What follows belongs to an exercise in optimizing a design on an open flow for small area and a short achievable clock period; a production flow would make more cautious choices.
The RTL was checked by simulation tests, not by an equivalence proof against the original design.

File: constraint.sdc
create_clock -name core_clock -period 36.0 [get_ports {clk}]
set_input_delay 7.2000 -clock core_clock [delete_from_list [all_inputs] [get_ports {clk}]]
set_output_delay 7.2000 -clock core_clock [all_outputs]
set_load 0.01 [all_outputs]
File: design.v
module rgb2hsv(
    input                         clk,
	input                         rst,	
	input	     [7:0]            rgb_r,
	input	     [7:0]            rgb_g,
	input	     [7:0]            rgb_b,	
	output reg [8:0] 			  hsv_h, 
	output reg [7:0] 			  hsv_s, 
	output reg [7:0] 			  hsv_v  
);
reg [7:0] top;
reg [13:0] top_60; 
reg [2:0] rgb_se;
reg [2:0] rgb_se_n;
reg [7:0] max;
reg [7:0] min;
reg [7:0] max_min; 
reg [7:0] hsv_s_m;
reg [7:0] max_n;
reg [7:0] division;
assign r_g = (rgb_r > rgb_g)? 1'b1:1'b0; 
assign r_b = (rgb_r > rgb_b)? 1'b1:1'b0; 
assign g_b = (rgb_g > rgb_b)? 1'b1:1'b0; 
always @ (posedge clk or negedge rst)
begin
	if (!rst)
	begin
		max <= 8'd0;
		min <= 8'd0;
		top <= 8'd0;
		rgb_se <= 3'b010;
	end
	else 
	begin
	case ({r_g,r_b,g_b})
	3'b000:
			begin 
			max <= rgb_b;
			min <= rgb_r;
			top <= rgb_g - rgb_r; 
			rgb_se <= 3'b000;
			end
	3'b001:
			begin 
			max <= rgb_g;
			min <= rgb_r;
			top <= rgb_b - rgb_r; 
			rgb_se <= 3'b001;
			end
	3'b011:
			begin 
			max <= rgb_g;
			min <= rgb_b;
			top <= rgb_r - rgb_b; 
			rgb_se <= 3'b011;
			end
	3'b100:
			begin 
			max <= rgb_b;
			min <= rgb_g;
			top <= rgb_r - rgb_g; 
			rgb_se <= 3'b100;
			end
	3'b110:
			begin 
			max <= rgb_r;
			min <= rgb_g;
			top <= rgb_b - rgb_g; 
			rgb_se <= 3'b110;
			end
	3'b111:
			begin 
			max <= rgb_r;
			min <= rgb_b;
			top <= rgb_g - rgb_b; 
			rgb_se <= 3'b111;
			end
	default
			begin
			max <= 8'd0;
			min <= 8'd0;
			top <= 8'd0;
			rgb_se <= 3'b010;
			end
	endcase
end
end
always @ (posedge clk or negedge rst)
begin
	if (!rst)
		begin
		top_60 <= 14'd0;
		rgb_se_n <= 3'b010;
		max_min <= 8'd0;
		max_n <= 8'd0;
		end
	else
		begin
		top_60 <= {top,6'b000000} - {top,2'b00}; 
		rgb_se_n <= rgb_se;
		max_min <= max - min;
		max_n <= max;
		end
end
always @ (*)
begin
	division = (max_min > 8'd0) ? top_60 / max_min : 8'd240; 
end
always @ (posedge clk or negedge rst)
begin
	if (!rst)
		hsv_h <= 9'd0;
	else 
	begin
	case (rgb_se_n)
	3'b000:
			hsv_h <= 9'd240 - division; 
	3'b001:
			hsv_h <= 9'd120 + division; 
	3'b011:
			hsv_h <= 9'd120 - division; 
	3'b100:
			hsv_h <= 9'd240 + division; 
	3'b110:
			hsv_h <= 9'd360 - division; 
	3'b111:
			hsv_h <= division; 
	default
			hsv_h <= 9'd0;
	endcase
end
end
always @ (*)
begin
	hsv_s_m = (max_n > 8'd0)? {max_min[7:0],8'b00000000} / max_n : 8'd0;
end
always@(posedge clk or negedge rst)
begin
	if (!rst)
      hsv_s <= 8'd0;
	else
	hsv_s <= hsv_s_m;
end
always@(posedge clk or negedge rst)
begin
  if (!rst)
  hsv_v <= 8'd0;
  else
  hsv_v <= max_n;
 end
endmodule
File: config.mk
export PLATFORM = sky130hd
export DESIGN_NAME = rgb2hsv
export DESIGN_NICKNAME = rgb2hsv
export VERILOG_FILES = /design/flow/design.v
export SDC_FILE = /design/flow/constraint.sdc
export NUM_CORES = 4
export LEC_CHECK = 0
export CAP_MARGIN = 20
export CORE_MARGIN = 2
export CORE_UTILIZATION = 40
export SLEW_MARGIN = 20
File: run.sh
#!/bin/bash
# synth_recipe.tcl (not shown) runs the flow's synth.tcl, then flattens the netlist and writes it again
# the make line also repeats each setting of config.mk as NAME=value (left out here)
make -C /OpenROAD-flow-scripts/flow DESIGN_CONFIG=/design/flow/config.mk WORK_HOME=/design/flow/orfs CLKGATE_MAP_FILE= SYNTH_SCRIPT=/design/flow/synth_recipe.tcl finish
==> implementation parameters <==
Parameter                              Value

Route
  Top layer used by detailed routing    met4
  Via total after detailed routing    roughly 15,000
  Starting DRT DRC Count    slightly below 1,000
  Sum of met3 wire segment lengths after detailed routing    approximately 1.9 mm
  WL final    ~43 mm
  Met2 Routed Length    around 21 mm
  DRC violations left    0
  Wire length on met1    ~20 mm
  Post-DRT Antenna Nets    0
  Vias per cell    ~5.9
  Number of iterations in the first detailed-routing pass    10
  Avg WL per Cell    17.56 um

Global routing
  Initial antenna violation count    0
  Total congestion overflow    0
  Total Routing Usage GR    between 20% and 30%
  Wire length of the first global-routing pass    approximately 70 mm
  Number of global-route vias before repair    between 10,000 and 15,000
  Largest net degree at the start of global routing    75

CTS
  CTS tree    built
  Clock root buffer    sky130_fd_sc_hd__clkbuf_16
  TritonCTS Buffers    9
  CTS HTree Levels    3
  Clock-pin slew of the registers on the worst-case setup and hold paths    around 0.070 ns
  Clock sinks    83
  Quantity of gates resized following cts    0
  Cts hold-fix bufs    0
  Worst-case clock buffer depth    2
  Buffers inserted during post-CTS setup optimization    0
  Clock insertion delay at the later pin of the skew report    between 0.3 and 0.4 ns

Synthesis
  Sequential-to-total area share from yosys stat    a little over an eighth
  Synth Warn #    4
  Main area contributors after synthesis    sky130_fd_sc_hd__ha_1, sky130_fd_sc_hd__dfrtp_1, sky130_fd_sc_hd__o21a_1
  Yosys top cell by area    sky130_fd_sc_hd__ha_1
  Flip-flop and latch count after synthesis    83
  Post-synth net total    2,209
  Most used standard cell by instance count after synthesis    sky130_fd_sc_hd__ha_1
  Post-synthesis cell type count    roughly 100
  Post-synthesis area per instance    about 8 sq um
  Area share of the largest cell type after synthesis    19.25%
  Ys async rst share    100.0%
  Most used standard cells in the synthesized netlist    sky130_fd_sc_hd__ha_1, sky130_fd_sc_hd__nor2_1, sky130_fd_sc_hd__nand2_1
  Cell count after synthesis    1,941
  Top FF cell, synth    sky130_fd_sc_hd__dfrtp_1
  Post-synthesis instance area    roughly 15,000 sq um
  Number of enable flip-flop cells after synthesis    0

Timing
  Worst clock skew    ~0.0096 ns
  Final worst path period share    roughly 88%
  Aggregate negative setup slack    0 ns
  Max Fclk    about 31 MHz
  Final count of hold timing violations    0
  Setup violators final    0
  Setup repair after global routing missed its margin    false
  Worst-case hold slack    around 0.34 ns
  Transition time at the pin with the least slew margin    1.004 ns
  Number of pins with negative max-slew slack in the final report    0
  Worst setup slack after layout    ~4.2 ns
  Worst rel slew slack    about a third
  Crit path time final    around 32 ns

Final layout
  Final cell count without fillers    approximately 2,500
  Area of all placed cells without fillers    approximately 17,000 sq um
  Layout cells sized above 1    ~6.5%
  Layout net count    approximately 2,200
  Number of diodes    0
  Area grow syn2layout    8.489%
  Total of fill cells in the finished design    ~3,800

Place
  Port bufs    50
  Post-placement cell count    2,461
  Instance area at placement    ~16,000 sq um
  Detailed placement HPWL    between 30 and 40 mm
  Final GP Congestion    0.9037
  DP Worst Slack    between 4 and 5 ns

Floorplanning
  Floorplan row count    71
  Overall die height    around 200 um
  Boundary Pins    between 50 and 60
  Starting density of the core    about two fifths
  Die boundary width    between 150 and 200 um
  Floorplan die area    between 30,000 and 40,000 sq um
  CORE AREA    between 30,000 and 40,000 sq um

Setup path
  Slowest cell on the critical path    sky130_fd_sc_hd__clkinv_1
  Gate family responsible for the most delay along the worst path    compound AO/OA/AOI/OAI gates
  Required time of the critical path    around 36 ns
  Kind of launch point of the worst setup path    register
  Worst EP arrival    approximately 32 ns
  Biggest fanout along the worst timing path    24
  Worst Setup End Kind    register
  Crit path kind    reg2reg
  Most used cell along the critical path    sky130_fd_sc_hd__o21a_1
  Sum of buffers and inverters on the critical path    5
  Longest individual stage delay on the worst path    ~0.6 ns

Job
  Max Cap Viol    0

Worst hold path
  Worst min-delay path class    reg2reg

Outcome
  Result of the run    finished clean
[through the flow]
stage                     utilization, %
after detailed placement           43.15
after floorplan                        -
after global routing               43.92
after global placement             43.15
final                              43.92
after CTS                          43.91
[metal layers]
| metal | track usage [%] | up-vias |
|---|---|---|
| met2 | 38.63 | 367 |
| met3 | 2.272 | 70 |
| met5 | 0 | - |
| li1 | - | 7271 |
| met1 | 29.08 | 6895 |
| met4 | 4.561 | 0 |
[worst register-to-register path: cells and delay by family, from the launching register on]
kind / cells / cell delay (ns)
AOI/OAI and AO/OA: 77 / 18.52
and+or+nand+nor: 29 / 5.53
adders and majority gates: 16 / 5.13
buffers and inverters: 5 / 1.23
muxes: 3 / 0.90
DFF: 1 / 0.35
[final cells by class]
class / count / area [sq um] / area share (%)
Clock buffer: 9 / 225.2 / 1.365
Timing Repair Buffer: 57 / 550.5 / 3.336
Inverter: 130 / 488.0 / 2.957
Sequential cell: 83 / 2079 / 12.60
Tap cell: 511 / 639.4 / 3.874
Multi-Input combinational cell: 1680 / 12460 / 75.51
Clock inverter: 7 / 58.81 / 0.3564
[logic make-up (layout without fill, tap and decap cells)]
kind of cell | count (synthesis) | count (layout) | share of synthesized area [%]
AOI/OAI and AO/OA | 631 | 631 | 29.32
xor gates and xnor gates | 109 | 109 | 6.326
adders and majority gates | 245 | 245 | 20.50
buffers and inverters | 178 | 203 | 4.425
DFF | 83 | 83 | 13.67
muxes | 73 | 73 | 5.231
and+or+nand+nor | 622 | 622 | 20.53
[path summary, 6_finish.rpt]
kind	slack [ns]	from	cells past startpoint	endpoint
worst max register to register	4.25	max_n[0]	130	hsv_s[0]
max in group asynchronous	28.21	rst	2	top_60[3]
min in group asynchronous	6.66	rst	1	hsv_h[7]
worst min register to register	0.34	rgb_se[0]	0	rgb_se_n[0]
worst min-delay path	0.34	rgb_se[0]	0	rgb_se_n[0]
worst max-delay path	4.25	max_n[0]	130	hsv_s[0]
[flip-flops by register name (all words and copies together), names as in the netlist]
register	count
hsv_h	9
top_60	12
rgb_se	3
hsv_s	8
top	8
max_min	8
rgb_se_n	3
hsv_v	8
max_n	8
min	8
max	8
[placed cells by master, fill, tap and decap left out, types with 15 or more instances in the layout]
cell	Yosys	final
sky130_fd_sc_hd__ha_1	234	234
sky130_fd_sc_hd__nor2_1	175	174
sky130_fd_sc_hd__nand2_1	130	130
sky130_fd_sc_hd__inv_1	129	129
sky130_fd_sc_hd__a21oi_1	115	115
sky130_fd_sc_hd__o21ai_0	108	108
sky130_fd_sc_hd__nor3_1	101	101
sky130_fd_sc_hd__o21a_1	97	97
sky130_fd_sc_hd__a21o_1	81	81
sky130_fd_sc_hd__dfrtp_1	81	81
sky130_fd_sc_hd__xnor2_1	69	69
sky130_fd_sc_hd__clkdlybuf4s50_1	0	49
sky130_fd_sc_hd__mux2_2	40	40
sky130_fd_sc_hd__xor2_1	39	39
sky130_fd_sc_hd__nor2b_1	32	32
sky130_fd_sc_hd__nand2b_1	28	28
sky130_fd_sc_hd__nand3_1	27	27
sky130_fd_sc_hd__nand4_1	26	26
sky130_fd_sc_hd__mux2i_1	26	26
sky130_fd_sc_hd__o31ai_1	25	25
sky130_fd_sc_hd__and2_1	19	19
sky130_fd_sc_hd__a31oi_1	19	19
sky130_fd_sc_hd__o211ai_1	18	18
sky130_fd_sc_hd__a211oi_1	18	18
sky130_fd_sc_hd__a222oi_1	17	17
sky130_fd_sc_hd__or3_1	15	15

==> port drivers added, routing unchanged <==
In the flow no input, the clock included, has a driving cell. The finished layout below was timed again as built, in two steps. Step 1 sets driving cells, clkbuf_16 on the clock port and buf_2 on the other inputs (assumed; they add their load-dependent delay and slew). Step 2 also shifts input and output timing later by t, the mid clock arrival at the registers, as if the neighbouring blocks saw the same clock. Three values: no drivers, after step 1, after step 2; two values: the first two.
shift t [ns]: 0.392
slack for setup (ns): 4.245 / 4.245 / 4.245
hold slack, ns: 0.342 / 0.342 / 0.342
latest minus earliest clock arrival (ns): 0.009 / 0.010
After both steps this run still meets setup and hold. For this run, drivers alone change the setup slack by 0.000 ns; drivers and shift together by 0.000 ns.
